From an optimization exercise on the open Yosys and OpenROAD flow, aimed at small area; shortcuts taken in it are not production practice. In this exercise RTL edits were held to simulation tests only and were not proved equivalent to the original. Power is estimated from default activity; no workload was simulated.

==> config.mk <==
export PLATFORM = sky130hd
export DESIGN_NAME = top
export DESIGN_NICKNAME = top
export VERILOG_FILES = /design/flow/design.v
export SDC_FILE = /design/flow/constraint.sdc
export NUM_CORES = 4
export LEC_CHECK = 0
export CAP_MARGIN = 20
export CORE_MARGIN = 2
export CORE_UTILIZATION = 30
export SLEW_MARGIN = 20
export SYNTH_MEMORY_MAX_BITS = 1048576
==> constraint.sdc <==
create_clock -name core_clock -period 10.0 [get_ports {clk}]
set_input_delay 2.0000 -clock core_clock [delete_from_list [all_inputs] [get_ports {clk}]]
set_output_delay 2.0000 -clock core_clock [all_outputs]
set_load 0.01 [all_outputs]
==> standard.sh <==
#!/bin/bash
# synth_recipe.tcl (not shown) runs the flow's synth.tcl, then flattens the netlist and writes it again
# the make line also repeats each setting of config.mk as NAME=value (left out here)
make -C /OpenROAD-flow-scripts/flow DESIGN_CONFIG=/design/flow/config.mk WORK_HOME=/design/flow/orfs CLKGATE_MAP_FILE= SYNTH_SCRIPT=/design/flow/synth_recipe.tcl "${@:-finish}"
==> design.v <==
`timescale 1ns / 1ps
module cell_sprite(hc, hp, vc, vp, gridline, img_x, img_o, img_c);
input [3:0] hc;
input [6:0] hp;
input [2:0] vc;
input [6:0] vp;
output gridline;
output img_x;
output img_o;
output img_c;
wire in_grid = (hc >= 4'd5) & (hc <= 4'd7) & (vc >= 3'd2) & (vc <= 3'd4);
wire [5:0] a = hp[5:0] ^ {6{hp[6]}};
wire [5:0] b = vp[5:0] ^ {6{vp[6]}};
wire glx = (a[5:1] == 5'b10011) & ~(hc == 4'd5 & hp[6]) & ~(hc == 4'd7 & ~hp[6]);
wire gly = (b[5:1] == 5'b10011) & ~(vc == 3'd2 & vp[6]) & ~(vc == 3'd4 & ~vp[6]);
assign gridline = in_grid & (glx | gly);
wire img_x_, img_o_, img_c_;
cell_images images_(.a(a), .b(b), .img_x(img_x_), .img_o(img_o_), .img_c(img_c_));
assign img_x = in_grid & img_x_;
assign img_o = in_grid & img_o_;
assign img_c = in_grid & img_c_;
endmodule
module cell_images(a, b, img_x, img_o, img_c);
input [5:0] a;
input [5:0] b;
output img_x;
output img_o;
output img_c;
wire [6:0] d = {1'b0, a} - {1'b0, b};
assign img_x = ((d <= 7'd2) | (d >= 7'd126)) & (a <= 6'd25) & (b <= 6'd25) & ~(a == 6'd25 & b == 6'd25);
wire [6:0] s = a + b;
assign img_o = (a <= 6'd17) & (b <= 6'd25) & (s <= 7'd33) & ~((a <= 6'd13) & (b <= 6'd21) & (s <= 7'd28));
assign img_c = ~((a == 6'd33) & (b == 6'd33)) &
	(((b >= 6'd30) & (b <= 6'd33) & (a >= 6'd6) & (a <= 6'd33) & ~(((b == 6'd30) | (b == 6'd33)) & (a == 6'd6))) |
	 ((a >= 6'd30) & (a <= 6'd33) & (b >= 6'd6) & (b <= 6'd33) & ~(((a == 6'd30) | (a == 6'd33)) & (b == 6'd6))));
endmodule
`timescale 1ns / 1ps
module score_sprite(hc, hp, vc, vp, p1wins, p2wins, ties, pix);
input [3:0] hc;
input [6:0] hp;
input [2:0] vc;
input [6:0] vp;
input [7:0] p1wins;
input [7:0] p2wins;
input [7:0] ties;
output pix;
reg sv;             
reg [1:0] band;
reg [2:0] r5;       
always @(*) begin
	sv = 1'b1; band = 2'd0; r5 = 3'd0;
	case (vp[4:0])
	5'd24: begin band = 2'd0; r5 = 3'd0; end
	5'd25: begin band = 2'd0; r5 = 3'd1; end
	5'd26: begin band = 2'd0; r5 = 3'd2; end
	5'd27: begin band = 2'd0; r5 = 3'd3; end
	5'd28: begin band = 2'd0; r5 = 3'd4; end
	5'd30: begin band = 2'd1; r5 = 3'd0; end
	5'd31: begin band = 2'd1; r5 = 3'd1; end
	5'd0:  begin band = 2'd1; r5 = 3'd2; end
	5'd1:  begin band = 2'd1; r5 = 3'd3; end
	5'd2:  begin band = 2'd1; r5 = 3'd4; end
	5'd4:  begin band = 2'd2; r5 = 3'd0; end
	5'd5:  begin band = 2'd2; r5 = 3'd1; end
	5'd6:  begin band = 2'd2; r5 = 3'd2; end
	5'd7:  begin band = 2'd2; r5 = 3'd3; end
	5'd8:  begin band = 2'd2; r5 = 3'd4; end
	default: sv = 1'b0;
	endcase
end
wire in_s = sv & (vc == 3'd2) & vp[6] & (vp[5:0] <= 6'd40) & (hc == 4'd5) & hp[6];
reg [63:0] player, one, two, tword;
always @(*) begin
	case (r5)
	3'd0: player = 64'h0001ba2617000000;
	3'd1: player = 64'h0002894915000000;
	3'd2: player = 64'h0001b88f17000000;
	3'd3: player = 64'h0002888911000000;
	default: player = 64'h0002b88971000000;
	endcase
	case (r5)
	3'd0: one = 64'h0020000000000000;
	3'd1: one = 64'h0030000000000000;
	3'd2: one = 64'h0020000000000000;
	3'd3: one = 64'h0020000000000000;
	default: one = 64'h0070000000000000;
	endcase
	case (r5)
	3'd0: two = 64'h0020000000000000;
	3'd1: two = 64'h0050000000000000;
	3'd2: two = 64'h0040000000000000;
	3'd3: two = 64'h0020000000000000;
	default: two = 64'h0070000000000000;
	endcase
	case (r5)
	3'd0: tword = 64'h0067770000000000;
	3'd1: tword = 64'h0011220000000000;
	3'd2: tword = 64'h0027220000000000;
	3'd3: tword = 64'h0041220000000000;
	default: tword = 64'h0037720000000000;
	endcase
end
wire [5:0] col = hp[5:0];
wire colon = (col == 6'd56) & (r5 == 3'd1 | r5 == 3'd3);
wire stext = colon | (band != 2'd2 & player[col]) | (band == 2'd0 & one[col]) |
             (band == 2'd1 & two[col]) | (band == 2'd2 & tword[col]);
wire [7:0] num = (band == 2'd0) ? p1wins : (band == 2'd1) ? p2wins : ties;
wire [3:0] dcls = (num > 8'd9) ? 4'd10 : num[3:0];
reg [19:0] glyph;   
always @(*)
	case (dcls)
	4'd0: glyph = 20'h85558;
	4'd1: glyph = 20'hd88c8;
	4'd2: glyph = 20'hd8158;
	4'd3: glyph = 20'hc1c1c;
	4'd4: glyph = 20'h11d55;
	4'd5: glyph = 20'hc1c4d;
	4'd6: glyph = 20'h85c49;
	4'd7: glyph = 20'h4481d;
	4'd8: glyph = 20'h85858;
	4'd9: glyph = 20'h11958;
	default: glyph = 20'h00858;
	endcase
wire in_dx = (col >= 6'd58) & (col <= 6'd60);
wire sdig = in_dx & glyph[{r5, col[1:0]}];
assign pix = in_s & (stext | sdig);
endmodule
`timescale 1ns / 1ps
module vga_sync(clk, sys_rst, hc, hp, vc, vp, Hsync, Vsync);
input clk;
input sys_rst;
output reg [3:0] hc;       
output reg [6:0] hp;       
output reg [2:0] vc;       
output reg [6:0] vp;       
output Hsync;
output Vsync;
wire hp_end = (hp == 7'd39);
wire line_end = (hc == 4'd10) & (hp == 7'd15);         
wire frame_end = (vc == 3'd6) & (vp == 7'd9);           
always @(posedge clk)
	if (sys_rst) begin
		hc <= 4'd0;
		hp <= 7'd16;           
		vc <= 3'd0;
		vp <= 7'd97;           
	end else begin
		hp <= hp_end ? 7'd88 : hp + 7'd1;    
		if (line_end) hc <= 4'd0;
		else if (hp_end) hc <= hc + 4'd1;
		if (line_end) begin
			if (frame_end) begin
				vc <= 3'd0;
				vp <= 7'd97;
			end else if (vp == 7'd39) begin
				vc <= vc + 3'd1;
				vp <= 7'd88;
			end else
				vp <= vp + 7'd1;
		end
	end
assign Hsync = (hc >= 4'd2) | ((hc == 4'd1) & ~hp[6] & hp[5]);
assign Vsync = (vc != 3'd0) | ~vp[6] | (vp[5:0] >= 6'd35);
endmodule
`timescale 1ns / 1ps
module display(clk, sys_rst, cur, gx, go, mode, p1wins, p2wins, ties,
	vgaRed, vgaGreen, vgaBlue, Hsync, Vsync);
input clk;
input sys_rst;
input [8:0] cur;
input [8:0] gx;
input [8:0] go;
input mode;
input [7:0] p1wins;
input [7:0] p2wins;
input [7:0] ties;
output [2:0] vgaRed;
output [2:0] vgaGreen;
output [1:0] vgaBlue;
output Hsync;
output Vsync;
wire [3:0] hc;
wire [6:0] hp;
wire [2:0] vc;
wire [6:0] vp;
vga_sync vga_(.clk(clk), .sys_rst(sys_rst), .hc(hc), .hp(hp), .vc(vc), .vp(vp), .Hsync(Hsync), .Vsync(Vsync));
wire gridline, img_x, img_o, img_c, spic;
cell_sprite cells_(.hc(hc), .hp(hp), .vc(vc), .vp(vp), .gridline(gridline), .img_x(img_x), .img_o(img_o), .img_c(img_c));
score_sprite score_(.hc(hc), .hp(hp), .vc(vc), .vp(vp), .p1wins(p1wins), .p2wins(p2wins), .ties(ties), .pix(spic));
reg gpix;           
reg spix;           
reg hx, ho;         
reg hc_img;         
reg [1:0] hcol;     
reg [1:0] hrow;
reg cw, cb;         
reg [1:0] p1, p2, p3;
wire [2:0] hcs = {hcol == 2'd3, hcol == 2'd2, hcol == 2'd1};
wire [2:0] hrs = {hrow == 2'd0, hrow == 2'd3, hrow == 2'd2};
wire [8:0] hsel = {hrs[2] & hcs[2], hrs[2] & hcs[1], hrs[2] & hcs[0],
                   hrs[1] & hcs[2], hrs[1] & hcs[1], hrs[1] & hcs[0],
                   hrs[0] & hcs[2], hrs[0] & hcs[1], hrs[0] & hcs[0]};
wire selx = |(gx & hsel);
wire selo = |(go & hsel);
wire selc = |(cur & hsel);
always @(posedge clk) begin
	hx <= img_x;
	ho <= img_o;
	if (sys_rst) begin
		gpix <= 1'b0;
		spix <= 1'b1;
		hc_img <= 1'b0;
		cw <= 1'b0;
		cb <= 1'b0;
		p1 <= 2'b00;
		p2 <= 2'b00;
		p3 <= 2'b00;
	end else begin
		if (!mode) begin
			gpix <= gridline;
			hc_img <= img_c;
			hcol <= hc[1:0];
			hrow <= vc[1:0];
		end else
			spix <= spic;
		cw <= (selx & hx) | (selo & ho);
		cb <= (selx & hx) | (selo & ho) | (selc & hc_img);
		p1 <= mode ? {spix, spix} : {gpix | cw, gpix | cb};
		p2 <= p1;
		p3 <= p2;
	end
end
assign vgaRed = {3{p3[1]}};
assign vgaGreen = {3{p3[1]}};
assign vgaBlue = {2{p3[0]}};
endmodule
`timescale 1ns / 1ps
module cursor_logic(clk, sys_rst, Xdata, Ydata, cur);
input clk;
input sys_rst;
input [9:0] Xdata;
input [9:0] Ydata;
output [8:0] cur;    
reg [1:0] cx;
reg [1:0] cy;
reg pend, axis_y, dec;
wire xl = Xdata < 10'd200;
wire xh = Xdata > 10'd800;
wire yl = Ydata < 10'd200;
wire yh = Ydata > 10'd800;
wire neutral = (Xdata > 10'd200) && (Xdata < 10'd800) && (Ydata > 10'd200) && (Ydata < 10'd800);
always @(posedge clk)
	if (sys_rst) begin
		cx <= 2'd1;
		cy <= 2'd1;
		pend <= 1'b0;
	end else if (!pend) begin
		pend <= xl | xh | yl | yh;
		axis_y <= yl | yh;
		dec <= (yl | yh) ? yh : xh;
	end else if (neutral) begin
		pend <= 1'b0;
		if (!axis_y) begin
			if (!dec && cx != 2'd2) cx <= cx + 2'd1;
			if (dec && cx != 2'd0) cx <= cx - 2'd1;
		end else begin
			if (!dec && cy != 2'd2) cy <= cy + 2'd1;
			if (dec && cy != 2'd0) cy <= cy - 2'd1;
		end
	end
wire [2:0] colh = {cx == 2'd2, cx == 2'd1, cx == 2'd0};
wire [2:0] rowh = {cy == 2'd2, cy == 2'd1, cy == 2'd0};
assign cur = {rowh[2] & colh[2], rowh[2] & colh[1], rowh[2] & colh[0],
              rowh[1] & colh[2], rowh[1] & colh[1], rowh[1] & colh[0],
              rowh[0] & colh[2], rowh[0] & colh[1], rowh[0] & colh[0]};
endmodule
`timescale 1ns / 1ps
module game(clk, sys_rst, cur, set, clr, gx, go, p1wins, p2wins, ties, mode);
input clk;
input sys_rst;
input [8:0] cur;
input set;
input clr;
output reg [8:0] gx;
output reg [8:0] go;
output reg [7:0] p1wins;
output reg [7:0] p2wins;
output reg [7:0] ties;
output reg mode;      
reg turn;
reg [19:0] hold;      
function line3;
	input [8:0] g;
	line3 = (g[0] & g[1] & g[2]) | (g[3] & g[4] & g[5]) | (g[6] & g[7] & g[8]) |
	        (g[0] & g[3] & g[6]) | (g[1] & g[4] & g[7]) | (g[2] & g[5] & g[8]) |
	        (g[0] & g[4] & g[8]) | (g[6] & g[4] & g[2]);
endfunction
wire xwin = line3(gx);
wire owin = line3(go);
wire full = &(gx | go);
wire place = set & ~|((gx | go) & cur);
wire [8:0] keepx = clr ? 9'd0 : gx;
wire [8:0] keepo = clr ? 9'd0 : go;
always @(posedge clk) begin
	if (sys_rst) begin
		gx <= 0;
		go <= 0;
		p1wins <= 0;
		p2wins <= 0;
		ties <= 0;
		mode <= 1'b0;
		turn <= 1'b0;
	end else if (!mode) begin
		if (place) turn <= ~turn;
		if (xwin | owin | full) begin
			gx <= 0;
			go <= 0;
			mode <= 1'b1;
		end else begin
			gx <= keepx | ((place & ~turn) ? cur : 9'd0);
			go <= keepo | ((place & turn) ? cur : 9'd0);
		end
		if (xwin) p1wins <= p1wins + 8'd1;
		else if (owin) p2wins <= p2wins + 8'd1;
		else if (full) ties <= ties + 8'd1;
	end else begin
		if (clr || hold == 20'h7fe00) mode <= 1'b0;
	end
end
always @(posedge clk)
	if (!mode) hold <= 20'd0;
	else hold <= {hold[18:0], ~(hold[19] ^ hold[16])};
endmodule
`timescale 1ns / 1ps
module top(
clk, rst, Xdata, Ydata, btn1, btn2,
vgaRed, vgaGreen, vgaBlue, Hsync, Vsync
    );
input clk;
input rst;
output [2:0] vgaRed;
output [2:0] vgaGreen;
output [2:1] vgaBlue;
output Hsync;
output Vsync;
input [9:0] Xdata;
input [9:0] Ydata;
input btn1;
input btn2;
wire [8:0] cur;
wire [8:0] gx;
wire [8:0] go;
wire [7:0] p1wins;
wire [7:0] p2wins;
wire [7:0] ties;
wire mode;
cursor_logic cursor_(.clk(clk), .sys_rst(rst), .Xdata(Xdata), .Ydata(Ydata), .cur(cur));
game game_(.clk(clk), .sys_rst(rst), .cur(cur), .set(btn1), .clr(btn2), .gx(gx), .go(go),
	.p1wins(p1wins), .p2wins(p2wins), .ties(ties), .mode(mode));
display display_(.clk(clk), .sys_rst(rst), .cur(cur), .gx(gx), .go(go), .mode(mode),
	.p1wins(p1wins), .p2wins(p2wins), .ties(ties),
	.vgaRed(vgaRed), .vgaGreen(vgaGreen), .vgaBlue(vgaBlue), .Hsync(Hsync), .Vsync(Vsync));
endmodule
==> flow/run.sh <==
#!/bin/bash
# Layout flow: the standard flow (standard.sh) with one change in synthesis:
# Yosys's abc pass maps the logic with an area-oriented ABC script (area.abc,
# beside this file) in place of ORFS's speed script.  Everything else --
# the synthesis steps and register names, floorplan, power grid, placement,
# clock tree, routing -- is standard.sh's.
set -euo pipefail
cd "$(dirname "$0")/.."
W=$(pwd)

# The synthesis script: synth_recipe.tcl, with the abc command given area.abc.
{
	cat <<EOT
proc abc {args} {
  set i [lsearch -exact \$args -script]
  if {\$i >= 0} { set args [lreplace \$args [expr {\$i + 1}] [expr {\$i + 1}] {$W/flow/area.abc}] }
  yosys abc {*}\$args
}
EOT
	cat "$W/synth_recipe.tcl"
} > "$W/area_synth.tcl"

sed "s#SYNTH_SCRIPT=[^ ']*#SYNTH_SCRIPT=$W/area_synth.tcl#" "$W/standard.sh" > "$W/area_standard.sh"
grep -q "SYNTH_SCRIPT=$W/area_synth.tcl" "$W/area_standard.sh"

bash "$W/area_standard.sh" finish > "$W/flow_make.log" 2>&1
test -s "$W/out/final.def"
==> flow/area.abc <==
strash
&get -n
&deepsyn -T 20
&put
dch -f
amap
topo
==> impl_table.tex, run 1 <==
\begin{tabular}{lr}
\hline
Metric & Value \\
\hline
\multicolumn{2}{l}{\textbf{Status}} \\
Status & finished clean \\
\multicolumn{2}{l}{\textbf{Worst setup path}} \\
CP max FO & 40 \\
Worst EP arrival & 4.85 ns \\
Slowest stage delay, CP & between 0.5 and 0.6 ns \\
WP data required & between 10 and 15 ns \\
Kind of start point of the critical path & input pin \\
Kind of end point of the critical path & register \\
List of cells traversed by the critical path & clkdlybuf4s50\_1 > buf\_4 > a41oi\_1 > clkinv\_1 > nor3\_1 > nor2\_1 > clkinv\_1 > nor2\_1 > o21ai\_0 > a31oi\_1 > a211oi\_1 \\
Worst setup path category & input pin to register \\
CP max-delay cell & nor3\_1 \\
\multicolumn{2}{l}{\textbf{Finish}} \\
Final instance area & 7690 um\^{}2 \\
Top library cells by usage in the layout, fill and taps aside & nor2\_1 (139), clkinv\_1 (135), dfxtp\_1 (109), nand2\_1 (60) \\
Most common cell after layout, fill and taps aside & nor2\_1 \\
Antenna Cells & 0 \\
Fraction of layout instances using a drive strength above 1 & 3.50\% \\
Number of nets in the layout & just under 1,000 \\
Syn-to-layout area delta & 18.8\% \\
\multicolumn{2}{l}{\textbf{Timing}} \\
Tightest slew margin relative to the limit & about 51\% \\
Unrepaired setup endpoints after global routing & no \\
Slew Viols, Final & 0 \\
Post-route clock skew & 0.00807 ns \\
Min Hold Slack & roughly 0.41 ns \\
Period Utilization, post-route & between 40\% and 50\% \\
Post-layout minimum cycle time & 4.54 ns \\
Final-report setup violation count & 0 \\
Worst Max-Slew Pin Slew & between 0.7 and 0.8 ns \\
Maximum achievable frequency & around 220 MHz \\
Final hold violation count & 0 \\
Final total negative setup slack & 0 ns \\
Post-route setup slack & between 5 and 6 ns \\
\multicolumn{2}{l}{\textbf{Routing}} \\
Post-DR vias/cell & roughly 5.2 \\
DRC violation count after routing & 0 \\
Detailed Route WL & roughly 16,000 um \\
Final ANT Viol Nets & 0 \\
Via count & 6,162 \\
Pre-antenna DRT Iters & 5 \\
Wirelength per Cell & between 10 and 15 um \\
Count of routing violations after the opening detailed-route iteration & between 300 and 400 \\
\multicolumn{2}{l}{\textbf{Logic synthesis}} \\
Area fraction in and, or, nand and nor cells after synthesis & a little over a fifth \\
Parity-gate share of the synthesized area counting xor and xnor cells & 0\% \\
Most common flop cell mapped by yosys & dfxtp\_1 \\
Library cell occupying the most area in the post-synthesis netlist & dfxtp\_1 \\
Post-synth top area share & between 30\% and 40\% \\
Dominant combinational cell family by area after synthesis & compound AO/OA/AOI/OAI gates \\
Post-synthesis compound-gate area fraction & about a quarter \\
Sequential-to-total area share from yosys stat & $\sim$36\% \\
Synth area leaders & dfxtp\_1 (34\%), nor2\_1 (8.1\%), ha\_1 (7.9\%) \\
Flops \& latches, synth & about 120 \\
Adder-cell share of the synthesized area & 8.54\% \\
Synthesized net count & 922 \\
Proportion of synthesized area in mux cells & 0\% \\
Number of instances in the synthesized netlist & between 800 and 900 \\
Average cell area after synthesis & approximately 7.6 um\^{}2 \\
Number of distinct standard cells referenced by the synthesized netlist & 49 \\
Share of async-settable or async-resettable flops after synthesis & 0\% \\
Yosys warning total & 5 \\
Post-Syn Area & between 6000 and 7000 um\^{}2 \\
Number of synthesized flops with an enable pin & 6 \\
\multicolumn{2}{l}{\textbf{Die}} \\
Num ports & 34 \\
Die area & 22,800 um\^{}2 \\
Chip width & 151 um \\
Std cell rows & between 50 and 60 \\
Standard cell core area & between 20,000 and 25,000 um\^{}2 \\
Die H & 151 um \\
Initial standard-cell utilization of the core & between 30\% and 40\% \\
\multicolumn{2}{l}{\textbf{CTS}} \\
Max Buffers Root-to-Sink & 2 \\
Clk slew on worst S/H paths & 0.05 ns \\
Post-CTS Setup Bufs & 0 \\
Clk root buf & clkbuf\_16 \\
Post-CTS resize count & 0 \\
Cts-stage hold buffer count & 0 \\
Clock latency at the later pin of the worst-skew pair & between 0.4 and 0.5 ns \\
Clock tree from TritonCTS & done \\
TritonCTS Sinks & approximately 120 \\
H-tree levels & 4 \\
Number of buffers inserted during clock tree synthesis & 17 \\
\multicolumn{2}{l}{\textbf{Global routing}} \\
Number of antenna violations at the first check in global routing & 0 \\
GRT Residual Overflow & 0 \\
Wire length of the first global-routing pass & $\sim$27,000 um \\
Total routing resource utilization after global routing & between 10\% and 20\% \\
Vias in the first global route & $\sim$5,600 \\
Largest net degree at the start of global routing & between 40 and 50 \\
\multicolumn{2}{l}{\textbf{Power}} \\
Leakage power & $\sim$2.6 nW \\
Largest voltage drop on the vdd net & $\sim$120 uV \\
Pwr Density & 150 nW/um\^{}2 \\
Post-layout total power & around 1.2 mW \\
\multicolumn{2}{l}{\textbf{Placed design}} \\
Quantity of I/O buffers inserted on ports & 33 \\
Half-perimeter wire length of the detailed placement result & $\sim$12,000 um \\
GP Congestion & between 0.8 and 0.9 \\
Post-place setup slack & $\sim$5 ns \\
Instance area after placement & $\sim$7000 um\^{}2 \\
\multicolumn{2}{l}{\textbf{Hold path}} \\
Class of the tightest hold or removal check & register to register \\
\multicolumn{2}{l}{\textbf{Job}} \\
Max Cap Viol & 0 \\
\hline
\end{tabular}
## power breakdown
part | internal (mW) | switching, mW
Sequential | 0.469 | 0.00786
Clock | 0.367 | 0.225
Combinational | 0.0340 | 0.0507
Total | 0.869 | 0.283
## final timing paths
kind	to	cells after the start	slack (ns)	from
max	display_.score_.band[1]$_SDFF_PP0_	11	5.46	rst
max reg2reg	display_.spix$_SDFFE_PP1P_	21	6.05	display_.score_.band[0]$_DFF_P_
min reg2reg	game_.hold[8]$_SDFF_PN0_	2	0.41	game_.hold[7]$_SDFF_PN0_
min	game_.hold[8]$_SDFF_PN0_	2	0.41	game_.hold[7]$_SDFF_PN0_
## per-stage QoR
stage / utilization, % / std cells
after detailed placement: 33.7 / 1156
final: 36.5 / 1188
after CTS: 36.5 / 1188
after floorplan: - / 855
after global routing: 36.5 / 1188
after global placement: 33.7 / 1156
## critical path, delay by kind of cell
family | cells | cell delay, ns
simple gates | 3 | 0.70
compound gates | 4 | 1.23
buf+inv | 4 | 0.93
## Yosys cell counts (all sizes together) (8+ instances only)
master / n
a22oi: 8
a211oi: 20
a31oi: 15
nand2: 60
nand3: 17
nor3: 36
buf: 8
a21oi: 45
o221ai: 9
clkinv: 135
ha: 41
nor2: 139
nor4: 13
o21a: 10
o22ai: 45
o21ai: 43
dfxtp: 109
nor2b: 14
## cell families (layout without fill, tap and decap cells)
family | after synthesis | in the layout
AO/OA/AOI/OAI | 240 | 240
adder cells (fa/ha/maj) | 43 | 43
buffers and inverters | 143 | 201
flip-flops | 115 | 115
AND/OR/NAND/NOR | 314 | 314
## state kept, by name, indices dropped and copies added (netlist names), 3 cells and up
signal and flops:
display_.vga_.vc 3, game_.gx 9, game_.ties 8, display_.vga_.vp 7
game_.hold 20, game_.p2wins 8, display_.vga_.hc 4, display_.vga_.hp 7
display_.score_.r5 3, game_.go 9, game_.p1wins 8
## metal layers
layer / vias to the layer above / share of wire, % / GRT usage (%)
met5: - / 0 / 0
li1: 3188 / - / -
met4: 0 / 1.4 / 5.23
met2: 165 / 45 / 23.1
met1: 2795 / 49 / 19.9
met3: 14 / 5.1 / 3.64
## layout make-up
| cell class | count | area, um^2 |
|---|---|---|
| fillers | 2174 | 13400 |
| multi-input cells | 597 | 3550 |
| clock buffers | 20 | 468 |
| inverters | 135 | 507 |
| flip-flops and latches | 115 | 2360 |
| clock inverters | 12 | 119 |
| well taps | 275 | 344 |
| repair buffers | 34 | 338 |
==> run 2: changes to the inputs <==
==> run.sh (new file) <==
#!/bin/bash
# synth_recipe.tcl (not shown) runs the flow's synth.tcl, then flattens the netlist and writes it again
# the make line also repeats each setting of config.mk as NAME=value (left out here)
make -C /OpenROAD-flow-scripts/flow DESIGN_CONFIG=/design/flow/config.mk WORK_HOME=/design/flow/orfs CLKGATE_MAP_FILE= SYNTH_SCRIPT=/design/flow/synth_recipe.tcl finish
removed: flow/run.sh
removed: flow/area.abc
removed: standard.sh
==> impl_table.tex, run 2 <==
\begin{tabular}{lr}
\hline
Metric & Value \\
\hline
\multicolumn{2}{l}{\textbf{Status}} \\
Status & finished clean (unchanged) \\
\multicolumn{2}{l}{\textbf{Timing}} \\
Post-route setup slack & 5.81 ns (was 5.46 ns) \\
Post-layout minimum cycle time & 4.19 ns (was 4.54 ns) \\
Final total negative setup slack & 0 ns (unchanged) \\
Final hold violation count & 0 (unchanged) \\
Worst Max-Slew Pin Slew & 1.02 ns (was 0.725 ns) \\
Slew Viols, Final & 0 (unchanged) \\
Maximum achievable frequency & 239 MHz (was 220 MHz) \\
Post-route clock skew & 0.00816 ns (was 0.00807 ns) \\
Unrepaired setup endpoints after global routing & no (unchanged) \\
Final-report setup violation count & 0 (unchanged) \\
Period Utilization, post-route & 41.9\% (was 45.4\%) \\
Tightest slew margin relative to the limit & 31.8\% (was 51.2\%) \\
\multicolumn{2}{l}{\textbf{Finish}} \\
Number of nets in the layout & 960 (was 967) \\
Register with the highest flop count & game\_.hold (unchanged) \\
Syn-to-layout area delta & 15.1\% (was 18.8\%) \\
Max FFs per register & 20 (unchanged) \\
Most common cell after layout, fill and taps aside & dfxtp\_1 (was nor2\_1) \\
Top library cells by usage in the layout, fill and taps aside & dfxtp\_1 (109), nor2\_1 (88), nand2\_1 (52), inv\_1 (51), a21oi\_1 (44) (was nor2\_1 (139), clkinv\_1 (135), dfxtp\_1 (109), nand2\_1 (60)) \\
Sequential cell area & 2360 um\^{}2 (unchanged) \\
Final Util & 35.3\% (was 36.5\%) \\
Multi-input logic area & 4660 um\^{}2 (was 3550 um\^{}2) \\
Layout fillers & 2,519 (was 2,174) \\
Largest registers in the final layout & game\_.hold x20, game\_.go x9, game\_.gx x9 (unchanged) \\
Antenna Cells & 0 (unchanged) \\
Fraction of layout instances using a drive strength above 1 & 6.95\% (was 3.50\%) \\
\multicolumn{2}{l}{\textbf{Die}} \\
Die H & 162 um (was 151 um) \\
Chip width & 162 um (was 151 um) \\
Standard cell core area & 24,400 um\^{}2 (was 21,100 um\^{}2) \\
Initial standard-cell utilization of the core & 30.7\% (about the same) \\
Num ports & 34 (unchanged) \\
Std cell rows & 57 (was 53) \\
Die area & 26,200 um\^{}2 (was 22,800 um\^{}2) \\
\multicolumn{2}{l}{\textbf{Logic synthesis}} \\
Parity-gate share of the synthesized area counting xor and xnor cells & 5.97\% (was 0\%) \\
Number of synthesized flops with an enable pin & 6 (unchanged) \\
Proportion of synthesized area in mux cells & 3.43\% (was 0\%) \\
Sequential-to-total area share from yosys stat & 31.6\% (was 36.5\%) \\
Library cell with the highest instance count after synthesis & dfxtp\_1 (was nor2\_1) \\
Number of distinct standard cells referenced by the synthesized netlist & 88 (was 49) \\
Ranking of synthesized cells by instance count & dfxtp\_1 (109), nor2\_1 (88), nand2\_1 (52) (was nor2\_1 (139), clkinv\_1 (135), dfxtp\_1 (109)) \\
Library cell occupying the most area in the post-synthesis netlist & dfxtp\_1 (unchanged) \\
Area fraction in and, or, nand and nor cells after synthesis & 23.4\% (was 21.8\%) \\
Post-synthesis compound-gate area fraction & 22.0\% (was 24.5\%) \\
Most common flop cell mapped by yosys & dfxtp\_1 (unchanged) \\
Post-Syn Area & 7480 um\^{}2 (was 6480 um\^{}2) \\
Flops \& latches, synth & 115 (unchanged) \\
Post-synth top area share & 29.2\% (was 33.7\%) \\
Average cell area after synthesis & 8.36 um\^{}2 (was 7.57 um\^{}2) \\
Number of instances in the synthesized netlist & 895 (was 855) \\
Synthesized net count & 962 (was 922) \\
Yosys warning total & 5 (unchanged) \\
Synth area leaders & dfxtp\_1 (29\%), ha\_1 (6.9\%), nor2\_1 (4.4\%) (was dfxtp\_1 (34\%), nor2\_1 (8.1\%), ha\_1 (7.9\%)) \\
Dominant combinational cell family by area after synthesis & simple AND/OR/NAND/NOR gates (was compound AO/OA/AOI/OAI gates) \\
Share of async-settable or async-resettable flops after synthesis & 0\% (unchanged) \\
Adder-cell share of the synthesized area & 7.39\% (was 8.54\%) \\
\multicolumn{2}{l}{\textbf{CTS}} \\
Clk slew on worst S/H paths & 0.05 ns (about the same) \\
Max Buffers Root-to-Sink & 2 (unchanged) \\
Clock tree from TritonCTS & done (unchanged) \\
Clock latency at the later pin of the worst-skew pair & 0.41 ns (about the same) \\
H-tree levels & 4 (unchanged) \\
Number of buffers inserted during clock tree synthesis & 17 (unchanged) \\
TritonCTS Sinks & 115 (unchanged) \\
Clk root buf & clkbuf\_16 (unchanged) \\
Post-CTS resize count & 0 (unchanged) \\
Cts-stage hold buffer count & 0 (unchanged) \\
Post-CTS Setup Bufs & 0 (unchanged) \\
\multicolumn{2}{l}{\textbf{Worst setup path}} \\
Worst setup path category & register to output pin (was input pin to register) \\
R2R setup slack & 6.17 ns (was 6.05 ns) \\
Kind of end point of the critical path & output pin (was register) \\
CP max FO & 10 (was 40) \\
Kind of start point of the critical path & register (was input pin) \\
WP data required & 8.00 ns (was 10.32 ns) \\
Worst EP arrival & 2.19 ns (was 4.85 ns) \\
\multicolumn{2}{l}{\textbf{Routing}} \\
Final ANT Viol Nets & 0 (unchanged) \\
Pre-antenna DRT Iters & 5 (unchanged) \\
DRC violation count after routing & 0 (unchanged) \\
Via count & 6,513 (was 6,162) \\
Detailed Route WL & 17,700 um (was 16,300 um) \\
Count of routing violations after the opening detailed-route iteration & 431 (was 347) \\
Post-DR vias/cell & 5.30 (was 5.19) \\
Wirelength per Cell & 14.4 um (was 13.7 um) \\
\multicolumn{2}{l}{\textbf{Placed design}} \\
Half-perimeter wire length of the detailed placement result & 12,600 um (was 12,300 um) \\
Quantity of I/O buffers inserted on ports & 33 (unchanged) \\
GP Congestion & 0.884 (was 0.883) \\
Post-place setup slack & 5.95 ns (was 5.02 ns) \\
\multicolumn{2}{l}{\textbf{Power}} \\
Clock group share of total power & 53.7\% (was 51.3\%) \\
Part of the total power dissipated in combinational logic & 6.5\% (was 7.3\%) \\
Largest voltage drop on the vdd net & 102 uV (was 121 uV) \\
Pwr Density & 139 nW/um\^{}2 (was 150 nW/um\^{}2) \\
Proportion of total power due to net switching & 22.3\% (was 24.6\%) \\
Net switching power of the design & 0.268 mW (was 0.283 mW) \\
Leakage power & 3.08 nW (was 2.60 nW) \\
Relative contribution of sequential cells to total power & 39.8\% (was 41.3\%) \\
Internal power consumption & 0.933 mW (was 0.869 mW) \\
\multicolumn{2}{l}{\textbf{Global routing}} \\
Vias in the first global route & 5,960 (was 5,623) \\
Total routing resource utilization after global routing & 13.8\% (was 14.8\%) \\
Largest net degree at the start of global routing & 64 (was 41) \\
Number of antenna violations at the first check in global routing & 0 (unchanged) \\
GRT Residual Overflow & 0 (unchanged) \\
Wire length of the first global-routing pass & 29,700 um (was 27,200 um) \\
\multicolumn{2}{l}{\textbf{Job}} \\
Max Cap Viol & 0 (unchanged) \\
\multicolumn{2}{l}{\textbf{Hold path}} \\
Class of the tightest hold or removal check & register to register (unchanged) \\
\hline
\end{tabular}
[run 2: area by class of cell]
type / count / share of cell area [%]
flip-flops and latches: 115 / 27.4
repair buffers: 36 / 4.04
clock buffers: 20 / 5.32
inverters: 53 / 2.31
well taps: 324 / 4.71
multi-input cells: 670 / 54.1
clock inverters: 12 / 2.09
[run 2: cells by family (layout without fill, tap and decap cells)]
kind of cell	count (synthesis)	after routing
adder cells (fa/ha/maj)	43	43
AO/OA/AOI/OAI	229	229
AND/OR/NAND/NOR	323	323
flip-flops	115	115
multiplexers	24	24
buffers and inverters	110	121
XOR/XNOR	51	51
[run 2: worst paths after layout]
kind	from	end	cells past startpoint
worst min-delay path	display_.p1[0]$_SDFF_PP0_	display_.p2[0]$_SDFF_PP0_	1
worst min register to register	display_.p1[0]$_SDFF_PP0_	display_.p2[0]$_SDFF_PP0_	1
worst max-delay path	display_.vga_.hp[5]$_SDFF_PP0_	Hsync	3
worst max register to register	display_.score_.band[0]$_DFF_P_	display_.spix$_SDFFE_PP1P_	11
[run 2: metal layers]
layer	wire, um	track usage [%]
met5	0	0
met1	8460	18.6
met3	737	3.04
met4	215	4.47
met2	8240	21.8
[run 2: power by group through the flow]
stage / clock network, mW / logic [mW] / registers [mW]
2_1_floorplan: 0 / 0.0584 / 0.481
3_3_place_gp: 0 / 0.0766 / 0.488
3_5_place_dp: 0 / 0.0770 / 0.488
4_1_cts: 0.657 / 0.0773 / 0.478
5_1_grt: 0.681 / 0.0863 / 0.479
6_report: 0.645 / 0.0776 / 0.478
[run 2: worst max-delay path: stages, from the launching register on]
cell and delay [ns]:
dfxtp_1 0.56, inv_1 0.19, o31ai_1 0.41, clkdlybuf4s50_1 0.61
[run 2: per-stage QoR]
step                      hold WS, ns  power, mW  instances  area, um^2
final                           0.437       1.20       1230        8610
after global routing            0.455       1.25       1230        8610
after CTS                       0.438       1.21       1230        8610
after detailed placement        0.428      0.565       1198        7970
after global placement          0.416      0.564       1198        7970
after floorplan                 0.413      0.539        895        7480
==> run 3: changes to the inputs <==
==> flow/run.sh (new file) <==
#!/bin/bash
# Layout flow: the standard flow (standard.sh) with these changes:
#  - synthesis: Yosys's abc pass maps the logic with an area-oriented ABC
#    script (area.abc, beside this file) in place of ORFS's speed script, and
#    adders are left to ABC (ADDER_MAP_FILE empty) instead of being mapped to
#    half/full-adder cells first.  The synthesis steps and register names are
#    standard.sh's (synth_recipe.tcl, sourced unchanged).
#  - clock tree: smaller clock buffers, larger sink clusters, no dummy loads.
# Floorplan, power grid, placement, routing and the final DEF are standard.sh's.
set -euo pipefail
cd "$(dirname "$0")/.."
W=$(pwd)

# The synthesis script: synth_recipe.tcl, with the abc command given area.abc.
{
	cat <<EOT
proc abc {args} {
  set i [lsearch -exact \$args -script]
  if {\$i >= 0} { set args [lreplace \$args [expr {\$i + 1}] [expr {\$i + 1}] {$W/flow/area.abc}] }
  yosys abc {*}\$args
}
EOT
	cat "$W/synth_recipe.tcl"
} > "$W/area_synth.tcl"

CTS="-sink_clustering_enable -repair_clock_nets -dont_use_dummy_load -sink_clustering_size 24 -buf_list sky130_fd_sc_hd__clkbuf_4 sky130_fd_sc_hd__clkbuf_8"
sed -e "s#SYNTH_SCRIPT=[^ ']*#SYNTH_SCRIPT=$W/area_synth.tcl#" \
    -e "s#CLKGATE_MAP_FILE= #CLKGATE_MAP_FILE= ADDER_MAP_FILE= 'CTS_ARGS=$CTS' #" \
    "$W/standard.sh" > "$W/area_standard.sh"
grep -q "SYNTH_SCRIPT=$W/area_synth.tcl" "$W/area_standard.sh"
grep -q "ADDER_MAP_FILE= 'CTS_ARGS=" "$W/area_standard.sh"

bash "$W/area_standard.sh" finish > "$W/flow_make.log" 2>&1
test -s "$W/out/final.def"
==> flow/area.abc (new file) <==
strash
&get -n
&deepsyn -T 20
&put
dch -f
amap
topo
==> standard.sh (new file) <==
#!/bin/bash
# synth_recipe.tcl (not shown) runs the flow's synth.tcl, then flattens the netlist and writes it again
# the make line also repeats each setting of config.mk as NAME=value (left out here)
make -C /OpenROAD-flow-scripts/flow DESIGN_CONFIG=/design/flow/config.mk WORK_HOME=/design/flow/orfs CLKGATE_MAP_FILE= SYNTH_SCRIPT=/design/flow/synth_recipe.tcl "${@:-finish}"
--- a/config.mk
+++ b/config.mk
@@ -7,6 +7,8 @@
 export LEC_CHECK = 0
 export CAP_MARGIN = 20
 export CORE_MARGIN = 2
-export CORE_UTILIZATION = 30
+export CORE_UTILIZATION = 40
 export SLEW_MARGIN = 20
+export SYNTH_HIERARCHICAL = 1
 export SYNTH_MEMORY_MAX_BITS = 1048576
+export SYNTH_MINIMUM_KEEP_SIZE = 0
removed: run.sh
==> impl_table.tex, run 3 <==
\begin{tabular}{lr}
\hline
Metric & Value \\
\hline
\multicolumn{2}{l}{\textbf{Logic synthesis}} \\
Post-Syn Area & 5670 um\^{}2 (was 7480 um\^{}2) \\
Number of instances in the synthesized netlist & 773 (was 895) \\
Synthesized net count & 797 (was 962) \\
Number of synthesized flops with an enable pin & 6 (unchanged) \\
Post-synth top area share & 36.4\% (was 29.2\%) \\
Share of async-settable or async-resettable flops after synthesis & 0\% (unchanged) \\
Average cell area after synthesis & 7.34 um\^{}2 (was 8.36 um\^{}2) \\
Ranking of synthesized cells by instance count & nor2\_1 (169), dfxtp\_1 (103), clkinv\_1 (98) (was dfxtp\_1 (109), nor2\_1 (88), nand2\_1 (52)) \\
Most common flop cell mapped by yosys & dfxtp\_1 (unchanged) \\
Synth area leaders & dfxtp\_1 (36\%), nor2\_1 (11\%), clkinv\_1 (6.5\%) (was dfxtp\_1 (29\%), ha\_1 (6.9\%), nor2\_1 (4.4\%)) \\
Library cell with the highest instance count after synthesis & nor2\_1 (was dfxtp\_1) \\
Flops \& latches, synth & 109 (was 115) \\
Number of distinct standard cells referenced by the synthesized netlist & 51 (was 88) \\
Sequential-to-total area share from yosys stat & 39.5\% (was 31.6\%) \\
Yosys warning total & 11 (was 5) \\
Library cell occupying the most area in the post-synthesis netlist & dfxtp\_1 (unchanged) \\
\multicolumn{2}{l}{\textbf{Die}} \\
Die H & 123 um (was 162 um) \\
Initial standard-cell utilization of the core & 40.9\% (was 30.7\%) \\
Num ports & 34 (unchanged) \\
Chip width & 123 um (was 162 um) \\
Std cell rows & 43 (was 57) \\
\multicolumn{2}{l}{\textbf{Placed design}} \\
Quantity of I/O buffers inserted on ports & 33 (unchanged) \\
GP Congestion & 0.955 (was 0.884) \\
Half-perimeter wire length of the detailed placement result & 10,800 um (was 12,600 um) \\
\multicolumn{2}{l}{\textbf{Status}} \\
Run-stopping error & [ERROR STA-0564] clock\_tree\_synthesis positional arguments not supported. \\
Stage at which the flow ended & 4\_1\_cts \\
Status & aborted with a tool error (was finished clean) \\
\hline
\end{tabular}
run 3: cell types whose count changed after synthesis, moves of 28 or more:
| cell | change |
|---|---|
| nor2_1 | +81 |
| ha_1 | -41 |
| clkinv_1 | +98 |
| inv_1 | -51 |
| clkbuf_1 | -31 |
| nor3_1 | +41 |
| xor2_1 | -28 |
run 3: metrics by stage:
step,utilization [%],hold slack [ns],std cells,setup slack (ns),area (um^2)
global placement,44.6,0.404,981,5.47,6180
detailed placement,44.6,0.413,981,5.27,6190
floorplan,-,0.397,773,6.02,5670
run 3: power by group through the flow:
stage          sequential (mW)  clock [mW]  combinational [mW]
3_5_place_dp             0.460           0              0.0581
2_1_floorplan            0.458           0              0.0356
3_3_place_gp             0.460           0              0.0577
run 3: logic make-up after synthesis:
kind of cell	count (synthesis)	synth area share (%)
AO/OA/AOI/OAI	178	21.8
buffers and inverters	104	7.28
flip-flops	109	39.5
AND/OR/NAND/NOR	382	31.4
run 3: worst min-delay path by stage:
stage,startpoint,to,slack (ns),depth (start not counted)
2_1_floorplan,game_.hold[2]$_SDFF_PN0_,game_.hold[3]$_SDFF_PN0_,0.40,2
3_3_place_gp,game_.hold[8]$_SDFF_PN0_,game_.hold[9]$_SDFF_PN0_,0.40,2
3_5_place_dp,game_.hold[1]$_SDFF_PN0_,game_.hold[2]$_SDFF_PN0_,0.41,2
run 3: modules after synthesis, one instance, submodules excluded, excerpt:
module        area [um^2]  flip-flops and latches
display               719                      17
cursor_logic          489                       7
cell_images           375                       0
score_sprite          723                       0
game                 2310                      64
cell_sprite           210                       0
vga_sync              842                      21
==> run 4: changes to the inputs <==
--- a/flow/run.sh
+++ b/flow/run.sh
@@ -23,7 +23,7 @@
 	cat "$W/synth_recipe.tcl"
 } > "$W/area_synth.tcl"
 
-CTS="-sink_clustering_enable -repair_clock_nets -dont_use_dummy_load -sink_clustering_size 24 -buf_list sky130_fd_sc_hd__clkbuf_4 sky130_fd_sc_hd__clkbuf_8"
+CTS="-sink_clustering_enable -repair_clock_nets -dont_use_dummy_load -sink_clustering_size 24 -buf_list {sky130_fd_sc_hd__clkbuf_4 sky130_fd_sc_hd__clkbuf_8}"
 sed -e "s#SYNTH_SCRIPT=[^ ']*#SYNTH_SCRIPT=$W/area_synth.tcl#" \
     -e "s#CLKGATE_MAP_FILE= #CLKGATE_MAP_FILE= ADDER_MAP_FILE= 'CTS_ARGS=$CTS' #" \
     "$W/standard.sh" > "$W/area_standard.sh"
==> impl_table.tex, run 4 <==
\begin{tabular}{lr}
\hline
Metric & Value \\
\hline
\multicolumn{2}{l}{\textbf{Timing}} \\
Tightest slew margin relative to the limit & 44.5\% \\
Slew Viols, Final & 0 \\
Final hold violation count & 0 \\
Post-route clock skew & about 0.033 ns \\
Worst Max-Slew Pin Slew & around 0.83 ns \\
Maximum achievable frequency & about 210 MHz \\
Unrepaired setup endpoints after global routing & no \\
Final total negative setup slack & 0 ns \\
Period Utilization, post-route & 48.0\% \\
Final-report setup violation count & 0 \\
Post-layout minimum cycle time & around 4.8 ns \\
\multicolumn{2}{l}{\textbf{Worst setup path}} \\
FF-to-FF Start & display\_.vga\_.vp[2]\$\_SDFFE\_PP0P\_ \\
Kind of start point of the critical path & register \\
WP data required & 10.25 ns \\
Reg2Reg Capture Point & display\_.spix\$\_SDFFE\_PP1P\_ \\
Reg2Reg Depth & 19 \\
CP max FO & 11 \\
Kind of end point of the critical path & register \\
Worst setup path category & register to register \\
Worst EP arrival & between 5 and 6 ns \\
Worst setup path start & display\_.vga\_.vp[2]\$\_SDFFE\_PP0P\_ \\
R2R setup slack & approximately 5.2 ns \\
\multicolumn{2}{l}{\textbf{Die}} \\
Die area & between 15,000 and 20,000 um\^{}2 \\
Standard cell core area & 13,900 um\^{}2 \\
Initial standard-cell utilization of the core & 41.0\% (was 40.9\%) \\
Num ports & 34 (unchanged) \\
Chip width & 123 um (about the same) \\
Die H & 123 um (about the same) \\
Std cell rows & 43 (unchanged) \\
\multicolumn{2}{l}{\textbf{CTS}} \\
Clk slew on worst S/H paths & 0.11 ns \\
Clock tree from TritonCTS & done \\
H-tree levels & 3 \\
Cts-stage hold buffer count & 0 \\
Max Buffers Root-to-Sink & 2 \\
Post-CTS resize count & 0 \\
Post-CTS Setup Bufs & 0 \\
Clk root buf & clkbuf\_8 \\
TritonCTS Sinks & between 100 and 150 \\
Number of buffers inserted during clock tree synthesis & 9 \\
Clock latency at the later pin of the worst-skew pair & $\sim$0.4 ns \\
\multicolumn{2}{l}{\textbf{Global routing}} \\
Total routing resource utilization after global routing & 20.1\% \\
GRT Residual Overflow & 0 \\
Vias in the first global route & a little over 5,000 \\
Wire length of the first global-routing pass & between 20,000 and 25,000 um \\
Number of antenna violations at the first check in global routing & 0 \\
Largest net degree at the start of global routing & 51 \\
\multicolumn{2}{l}{\textbf{Routing}} \\
Post-DR vias/cell & around 5.6 \\
Routed length on met2 & $\sim$6800 um \\
Final ANT Viol Nets & 0 \\
M1 WL & 6730 um \\
Metal3 WL & around 650 um \\
Via count & between 5,000 and 6,000 \\
DRC violation count after routing & 0 \\
Pre-antenna DRT Iters & 5 \\
Top layer reached by signal wires & met4 \\
Count of routing violations after the opening detailed-route iteration & roughly 430 \\
Wirelength per Cell & 14.5 um \\
Detailed Route WL & approximately 14,000 um \\
\multicolumn{2}{l}{\textbf{Logic synthesis}} \\
Post-Syn Area & 5690 um\^{}2 (was 5670 um\^{}2) \\
Ranking of synthesized cells by instance count & nor2\_1 (168), dfxtp\_1 (103), clkinv\_1 (98) (was nor2\_1 (169), dfxtp\_1 (103), clkinv\_1 (98)) \\
Most common flop cell mapped by yosys & dfxtp\_1 (unchanged) \\
Sequential-to-total area share from yosys stat & 39.4\% (was 39.5\%) \\
Synthesized net count & 798 (was 797) \\
Post-synth top area share & 36.3\% (was 36.4\%) \\
Number of instances in the synthesized netlist & 774 (was 773) \\
Library cell occupying the most area in the post-synthesis netlist & dfxtp\_1 (unchanged) \\
Average cell area after synthesis & 7.35 um\^{}2 (was 7.34 um\^{}2) \\
Library cell with the highest instance count after synthesis & nor2\_1 (unchanged) \\
Number of synthesized flops with an enable pin & 6 (unchanged) \\
Flops \& latches, synth & 109 (unchanged) \\
Synth area leaders & dfxtp\_1 (36\%), nor2\_1 (11\%), clkinv\_1 (6.5\%) (unchanged) \\
Yosys warning total & 11 (unchanged) \\
Share of async-settable or async-resettable flops after synthesis & 0\% (unchanged) \\
Number of distinct standard cells referenced by the synthesized netlist & 55 (was 51) \\
\multicolumn{2}{l}{\textbf{Finish}} \\
Max FFs per register & 20 \\
Top library cells by usage in the layout, fill and taps aside & nor2\_1 (168), dfxtp\_1 (103), clkinv\_1 (98), nor3\_1 (62), nand2\_1 (48) \\
Number of nets in the layout & approximately 840 \\
Final instance area & $\sim$6300 um\^{}2 \\
Final Util & a little under half \\
Register with the highest flop count & game\_.hold \\
Final non-filler cell total & around 990 \\
Syn-to-layout area delta & 11.3\% \\
Fraction of layout instances using a drive strength above 1 & under 10\% \\
Most common cell after layout, fill and taps aside & nor2\_1 \\
Largest registers in the final layout & game\_.hold x20, game\_.go x9, game\_.gx x9 \\
Antenna Cells & 0 \\
\multicolumn{2}{l}{\textbf{Placed design}} \\
Cell count after placement & 982 (was 981) \\
Instance area after placement & 6200 um\^{}2 (was 6190 um\^{}2) \\
GP Congestion & 0.925 (was 0.955) \\
Half-perimeter wire length of the detailed placement result & 11,000 um (was 10,800 um) \\
Quantity of I/O buffers inserted on ports & 33 (unchanged) \\
\multicolumn{2}{l}{\textbf{Hold path}} \\
WHS Path Cells & 1 \\
Class of the tightest hold or removal check & register to register \\
Hold Crit Start & display\_.p2[0]\$\_SDFF\_PP0\_ \\
Destination of the worst hold path & display\_.p3[0]\$\_SDFF\_PP0\_ \\
\multicolumn{2}{l}{\textbf{Power}} \\
Clock group share of total power & between 20 and 30\% \\
Largest voltage drop on the vdd net & 54.2 uV \\
Leakage power & around 2.1 nW \\
Pwr Density & $\sim$110 nW/um\^{}2 \\
Internal power consumption & 0.548 mW \\
Part of the total power dissipated in combinational logic & 8.1\% \\
Relative contribution of sequential cells to total power & between 60 and 70\% \\
Net switching power of the design & $\sim$0.17 mW \\
Proportion of total power due to net switching & between 20\% and 30\% \\
\multicolumn{2}{l}{\textbf{Job}} \\
Max Cap Viol & 0 \\
\multicolumn{2}{l}{\textbf{Status}} \\
Status & finished clean (was aborted with a tool error) \\
\hline
\end{tabular}
## run 4: cell count changes after synthesis, moves of 2 or more
cell	before	now
o22ai_1	29	27
nor3_1	60	62
o21ai_0	23	25
a211oi_1	17	15
## run 4: layout make-up
| cell class | count | area (um^2) |
|---|---|---|
| clock buffers | 9 | 124 |
| fillers | 1398 | 7550 |
| inverters | 98 | 368 |
| multi-input cells | 561 | 3040 |
| flip-flops and latches | 109 | 2240 |
| well taps | 180 | 225 |
| repair buffers | 34 | 333 |
## run 4: worst max path at each step
| stage | end | slack, ns | cells after the start |
|---|---|---|---|
| 3_3_place_gp | display_.spix$_SDFFE_PP1P_ | 5.62 | 19 |
| 6_report | display_.spix$_SDFFE_PP1P_ | 5.20 | 19 |
| 2_1_floorplan | display_.spix$_SDFFE_PP1P_ | 6.02 | 19 |
| 5_1_grt | display_.spix$_SDFFE_PP1P_ | 4.77 | 19 |
| 3_5_place_dp | display_.spix$_SDFFE_PP1P_ | 5.32 | 19 |
| 4_1_cts | display_.spix$_SDFFE_PP1P_ | 5.32 | 19 |
## run 4: per-layer routing
layer  vias up  GRT usage [%]
li1       2862              -
met1      2525           26.0
met2       165           33.7
met3        29           4.29
met4         0           5.97
met5         -              0
## run 4: Yosys stat by module (local to each module, per instance), a selection
module | times used | flops+latches | area [um^2] | cells inside
score_sprite | 1 | 0 | 723 | 132
cell_sprite | 1 | 0 | 210 | 41
display | 1 | 17 | 719 | 72
vga_sync | 1 | 21 | 842 | 105
cursor_logic | 1 | 7 | 489 | 74
game | 1 | 64 | 2310 | 273
cell_images | 1 | 0 | 390 | 77
## run 4: stage by stage
step | power [mW] | hold slack (ns) | setup slack [ns]
final | 0.721 | 0.413 | 5.20
after global routing | 0.757 | 0.428 | 4.77
after CTS | 0.732 | 0.411 | 5.32
after detailed placement | 0.517 | 0.412 | 5.32
after global placement | 0.517 | 0.405 | 5.62
after floorplan | 0.493 | 0.397 | 6.02
## run 4: cell families (layout without fill, tap and decap cells)
| family | after synthesis | after routing | synth area share, % |
|---|---|---|---|
| AND/OR/NAND/NOR | 380 | 380 | 31.1 |
| AO/OA/AOI/OAI | 181 | 181 | 22.2 |
| flip-flops | 109 | 109 | 39.4 |
| buffers and inverters | 104 | 141 | 7.26 |
## run 4: critical path, stage by stage (launching register included)
cell and delay [ns]:
dfxtp_1 0.50, nor2_1 0.11, a31oi_1 0.41, clkinv_1 0.26, nor2_1 0.47, a222oi_1 0.31, nand2_1 0.14, nor2_1 0.05
nor2_1 0.21, nor3_1 0.08, a311oi_1 0.36, clkinv_1 0.14, nor3_1 0.26, and2_0 0.18, o311a_1 0.17, o21a_1 0.13
a211oi_1 0.04, or4_1 0.41, o2111a_1 0.15, a221o_1 0.31
## run 4: power by group through the flow
| stage | Sequential, mW | Combinational, mW | Clock [mW] |
|---|---|---|---|
| after CTS | 0.450 | 0.0578 | 0.224 |
| after global routing | 0.451 | 0.0661 | 0.239 |
| after global placement | 0.460 | 0.0568 | 0 |
| after detailed placement | 0.460 | 0.0576 | 0 |
| after floorplan | 0.458 | 0.0357 | 0 |
| final | 0.450 | 0.0583 | 0.213 |
==> run 5: changes to the inputs <==
--- a/flow/run.sh
+++ b/flow/run.sh
@@ -6,6 +6,8 @@
 #    half/full-adder cells first.  The synthesis steps and register names are
 #    standard.sh's (synth_recipe.tcl, sourced unchanged).
 #  - clock tree: smaller clock buffers, larger sink clusters, no dummy loads.
+#  - port buffers: every input and output port still gets its own buffer,
+#    the library's smallest (buf_1).
 # Floorplan, power grid, placement, routing and the final DEF are standard.sh's.
 set -euo pipefail
 cd "$(dirname "$0")/.."
@@ -25,7 +27,7 @@
 
 CTS="-sink_clustering_enable -repair_clock_nets -dont_use_dummy_load -sink_clustering_size 24 -buf_list {sky130_fd_sc_hd__clkbuf_4 sky130_fd_sc_hd__clkbuf_8}"
 sed -e "s#SYNTH_SCRIPT=[^ ']*#SYNTH_SCRIPT=$W/area_synth.tcl#" \
-    -e "s#CLKGATE_MAP_FILE= #CLKGATE_MAP_FILE= ADDER_MAP_FILE= 'CTS_ARGS=$CTS' #" \
+    -e "s#CLKGATE_MAP_FILE= #CLKGATE_MAP_FILE= ADDER_MAP_FILE= 'CTS_ARGS=$CTS' 'BUFFER_PORTS_ARGS=-buffer_cell sky130_fd_sc_hd__buf_1' #" \
     "$W/standard.sh" > "$W/area_standard.sh"
 grep -q "SYNTH_SCRIPT=$W/area_synth.tcl" "$W/area_standard.sh"
 grep -q "ADDER_MAP_FILE= 'CTS_ARGS=" "$W/area_standard.sh"
==> impl_table.tex, run 5 <==
\begin{tabular}{lr}
\hline
Metric & Value \\
\hline
\multicolumn{2}{l}{\textbf{Global routing}} \\
Wire length of the first global-routing pass & 24,600 um (was 24,300 um) \\
GRT Residual Overflow & 0 (unchanged) \\
Number of antenna violations at the first check in global routing & 0 (unchanged) \\
Total routing resource utilization after global routing & 20.4\% (was 20.1\%) \\
Largest net degree at the start of global routing & 51 (unchanged) \\
Vias in the first global route & 5,125 (was 5,154) \\
\multicolumn{2}{l}{\textbf{Hold path}} \\
Class of the tightest hold or removal check & register to register (unchanged) \\
\multicolumn{2}{l}{\textbf{Status}} \\
Status & finished clean (unchanged) \\
\multicolumn{2}{l}{\textbf{Power}} \\
Part of the total power dissipated in combinational logic & 7.4\% (was 8.1\%) \\
Post-layout total power & 0.719 mW (was 0.721 mW) \\
Proportion of total power due to net switching & 24.6\% (was 24.1\%) \\
Largest voltage drop on the vdd net & 56.2 uV (was 54.2 uV) \\
Leakage power & 2.01 nW (was 2.09 nW) \\
Clock group share of total power & 30.0\% (was 29.5\%) \\
Internal power consumption & 0.542 mW (was 0.548 mW) \\
Pwr Density & 117 nW/um\^{}2 (was 114 nW/um\^{}2) \\
Relative contribution of sequential cells to total power & 62.6\% (was 62.4\%) \\
Net switching power of the design & 0.177 mW (was 0.173 mW) \\
\multicolumn{2}{l}{\textbf{Logic synthesis}} \\
Synth area leaders & dfxtp\_1 (36\%), nor2\_1 (11\%), clkinv\_1 (6.5\%) (unchanged) \\
Sequential-to-total area share from yosys stat & 39.4\% (unchanged) \\
Share of async-settable or async-resettable flops after synthesis & 0\% (unchanged) \\
Ranking of synthesized cells by instance count & nor2\_1 (168), dfxtp\_1 (103), clkinv\_1 (98) (unchanged) \\
Number of distinct standard cells referenced by the synthesized netlist & 55 (unchanged) \\
Number of synthesized flops with an enable pin & 6 (unchanged) \\
Post-Syn Area & 5690 um\^{}2 (unchanged) \\
Average cell area after synthesis & 7.35 um\^{}2 (unchanged) \\
Post-synth top area share & 36.3\% (unchanged) \\
Library cell with the highest instance count after synthesis & nor2\_1 (unchanged) \\
Most common flop cell mapped by yosys & dfxtp\_1 (unchanged) \\
Flops \& latches, synth & 109 (unchanged) \\
Yosys warning total & 11 (unchanged) \\
Number of instances in the synthesized netlist & 774 (unchanged) \\
Synthesized net count & 798 (unchanged) \\
Library cell occupying the most area in the post-synthesis netlist & dfxtp\_1 (unchanged) \\
\multicolumn{2}{l}{\textbf{Timing}} \\
Tightest slew margin relative to the limit & 46.2\% (was 44.5\%) \\
Slew Viols, Final & 0 (unchanged) \\
Post-route setup slack & 5.09 ns (was 5.20 ns) \\
Worst Max-Slew Pin Slew & 0.807 ns (was 0.832 ns) \\
Final hold violation count & 0 (unchanged) \\
Period Utilization, post-route & 49.1\% (was 48.0\%) \\
Final-report setup violation count & 0 (unchanged) \\
Final total negative setup slack & 0 ns (unchanged) \\
Maximum achievable frequency & 204 MHz (was 208 MHz) \\
Min Hold Slack & 0.399 ns (was 0.413 ns) \\
Post-route clock skew & 0.0466 ns (was 0.0326 ns) \\
Unrepaired setup endpoints after global routing & no (unchanged) \\
Post-layout minimum cycle time & 4.91 ns (was 4.80 ns) \\
\multicolumn{2}{l}{\textbf{Finish}} \\
Layout fillers & 1,364 (was 1,398) \\
Most common cell after layout, fill and taps aside & nor2\_1 (unchanged) \\
Max FFs per register & 20 (unchanged) \\
Fraction of layout instances using a drive strength above 1 & 1.48\% (about the same) \\
Number of nets in the layout & 838 (was 837) \\
Syn-to-layout area delta & 7.81\% (was 11.3\%) \\
Top library cells by usage in the layout, fill and taps aside & nor2\_1 (168), dfxtp\_1 (103), clkinv\_1 (98), nor3\_1 (62), nand2\_1 (48) (unchanged) \\
Antenna Cells & 0 (unchanged) \\
Largest registers in the final layout & game\_.hold x20, game\_.go x9, game\_.gx x9 (unchanged) \\
Sequential cell area & 2240 um\^{}2 (unchanged) \\
Final non-filler cell total & 992 (was 991) \\
Final instance area & 6130 um\^{}2 (was 6330 um\^{}2) \\
Final Util & 44.2\% (was 45.6\%) \\
Register with the highest flop count & game\_.hold (unchanged) \\
Multi-input logic area & 3030 um\^{}2 (was 3040 um\^{}2) \\
\multicolumn{2}{l}{\textbf{Job}} \\
Max Cap Viol & 0 (unchanged) \\
\multicolumn{2}{l}{\textbf{Routing}} \\
Detailed Route WL & 14,700 um (was 14,400 um) \\
Count of routing violations after the opening detailed-route iteration & 471 (was 433) \\
Post-DR vias/cell & 5.73 (was 5.63) \\
Wirelength per Cell & 14.9 um (was 14.5 um) \\
Final ANT Viol Nets & 0 (unchanged) \\
Via count & 5,684 (was 5,581) \\
Pre-antenna DRT Iters & 5 (unchanged) \\
DRC violation count after routing & 0 (unchanged) \\
\multicolumn{2}{l}{\textbf{Worst setup path}} \\
List of cells traversed by the critical path & nor2\_1 > a31oi\_1 > clkinv\_1 > nor2\_1 > a222oi\_1 > nand2\_1 > nor2\_1 > nor2\_1 > nor3\_1 > a311oi\_1 > clkinv\_1 > nor3\_1 > a2111o\_1 > o311ai\_0 > nand2\_1 > o21a\_1 > a211oi\_1 > or4\_1 > o2111a\_1 > a221o\_1 (was nor2\_1 > a31oi\_1 > clkinv\_1 > nor2\_1 > a222oi\_1 > nand2\_1 > nor2\_1 > nor2\_1 > nor3\_1 > a311oi\_1 > clkinv\_1 > nor3\_1 > and2\_0 > o311a\_1 > o21a\_1 > a211oi\_1 > or4\_1 > o2111a\_1 > a221o\_1) \\
Worst setup path category & register to register (unchanged) \\
CP max-delay cell & dfxtp\_1 (unchanged) \\
CP max FO & 11 (unchanged) \\
Kind of start point of the critical path & register (unchanged) \\
Critical path's most frequent cell & nor2\_1 (unchanged) \\
Slowest stage delay, CP & 0.51 ns (was 0.50 ns) \\
WP data required & 10.24 ns (was 10.25 ns) \\
Worst EP arrival & 5.15 ns (was 5.05 ns) \\
Kind of end point of the critical path & register (unchanged) \\
\multicolumn{2}{l}{\textbf{CTS}} \\
Clock latency at the later pin of the worst-skew pair & 0.40 ns (was 0.39 ns) \\
Cts-stage hold buffer count & 0 (unchanged) \\
Post-CTS resize count & 0 (unchanged) \\
Clk slew on worst S/H paths & 0.12 ns (was 0.11 ns) \\
Max Buffers Root-to-Sink & 2 (unchanged) \\
Post-CTS Setup Bufs & 0 (unchanged) \\
Number of buffers inserted during clock tree synthesis & 9 (unchanged) \\
H-tree levels & 3 (unchanged) \\
Clk root buf & clkbuf\_8 (unchanged) \\
Clock tree from TritonCTS & done (unchanged) \\
TritonCTS Sinks & 109 (unchanged) \\
\multicolumn{2}{l}{\textbf{Placed design}} \\
Half-perimeter wire length of the detailed placement result & 11,100 um (was 11,000 um) \\
Post-place setup slack & 5.26 ns (was 5.32 ns) \\
Cell count after placement & 983 (was 982) \\
Quantity of I/O buffers inserted on ports & 33 (unchanged) \\
Instance area after placement & 6010 um\^{}2 (was 6200 um\^{}2) \\
GP Congestion & 0.958 (was 0.925) \\
\multicolumn{2}{l}{\textbf{Die}} \\
Num ports & 34 (unchanged) \\
Initial standard-cell utilization of the core & 41.0\% (unchanged) \\
Die H & 123 um (unchanged) \\
Std cell rows & 43 (unchanged) \\
Die area & 15,200 um\^{}2 (unchanged) \\
Standard cell core area & 13,900 um\^{}2 (unchanged) \\
Chip width & 123 um (unchanged) \\
\hline
\end{tabular}
run 5: power by group through the flow:
stage / clock network [mW] / registers (mW) / logic, mW
finish: 0.215 / 0.450 / 0.0534
global route: 0.243 / 0.451 / 0.0602
CTS: 0.224 / 0.450 / 0.0529
detailed placement: 0 / 0.460 / 0.0528
global placement: 0 / 0.460 / 0.0521
floorplan: 0 / 0.458 / 0.0357
run 5: per-layer routing:
layer	vias to the layer above	wire length [um]	global-route usage (%)	part of all wire (%)
li1	2863	-	-	-
met1	2611	6770	27.4	46
met2	189	6870	32.6	47
met3	21	882	4.61	6.0
met4	0	216	6.46	1.5
met5	-	0	0	0
run 5: modules after synthesis (local to each module, per instance), a selection:
module	cell area, um^2	flops+latches	copies in the design
game	2310	64	1
vga_sync	842	21	1
score_sprite	723	0	1
display	719	17	1
cursor_logic	489	7	1
cell_images	390	0	1
cell_sprite	210	0	1
run 5: path summary, 6_finish.rpt:
kind                                                        from                         end  slack (ns)  cells after the start
worst min register to register          game_.hold[5]$_SDFF_PN0_    game_.hold[6]$_SDFF_PN0_        0.40                      2
worst max register to register  display_.vga_.vp[2]$_SDFFE_PP0P_  display_.spix$_SDFFE_PP1P_        5.09                     20
worst max-delay path            display_.vga_.vp[2]$_SDFFE_PP0P_  display_.spix$_SDFFE_PP1P_        5.09                     20
worst min-delay path                    game_.hold[5]$_SDFF_PN0_    game_.hold[6]$_SDFF_PN0_        0.40                      2
run 5: worst max-delay path, delay by kind of cell (launching register included):
kind            cells  cell delay [ns]
compound gates      9             2.00
simple gates        9             1.86
flops               1             0.51
buf+inv             2             0.42
run 5: cell families after synthesis:
| logic type | synth area share [%] |
|---|---|
| DFF | 39.4 |
| buffers and inverters | 7.26 |
| AOI/OAI and AO/OA | 22.2 |
| and+or+nand+nor | 31.1 |
run 5: final cells by class:
type / count / area share, %
Clock buffer: 9 / 2.02
Inverter: 98 / 6.00
Multi-Input combinational cell: 561 / 49.4
Sequential cell: 109 / 36.6
Tap cell: 180 / 3.67
Timing Repair Buffer: 35 / 2.29

## static timing again, ports no longer ideal
No port has a modelled driver above. Below, the same layouts with a new extraction and two added sets of constraints.
Step 1 assumes that a clkbuf_16 drives the clock port and a buf_2 every other input.
Step 2 moves the port delays by t, midway between the first and last clock arrival at a register: inputs arrive t later, outputs are due t later. That takes back most of the time a late clock gives input paths.
Three values: ideal ports, drivers, drivers and shift; two values: the first two.
run | shift t [ns] | setup WS [ns] | worst setup path at the end
run 1 | 0.458 | 5.464 / 5.491 / 5.033 | input to register
run 2 | 0.455 | 5.807 / 5.764 / 5.969 | input to register
run 4 | 0.405 | 5.201 / 5.201 / 5.201 | register to register
run 5 | 0.412 | 5.095 / 5.095 / 5.095 | register to register
After both steps every run listed still meets setup and hold. For run 1, which loses most, drivers alone change the setup slack by +0.027 ns; drivers and shift together by -0.431 ns.
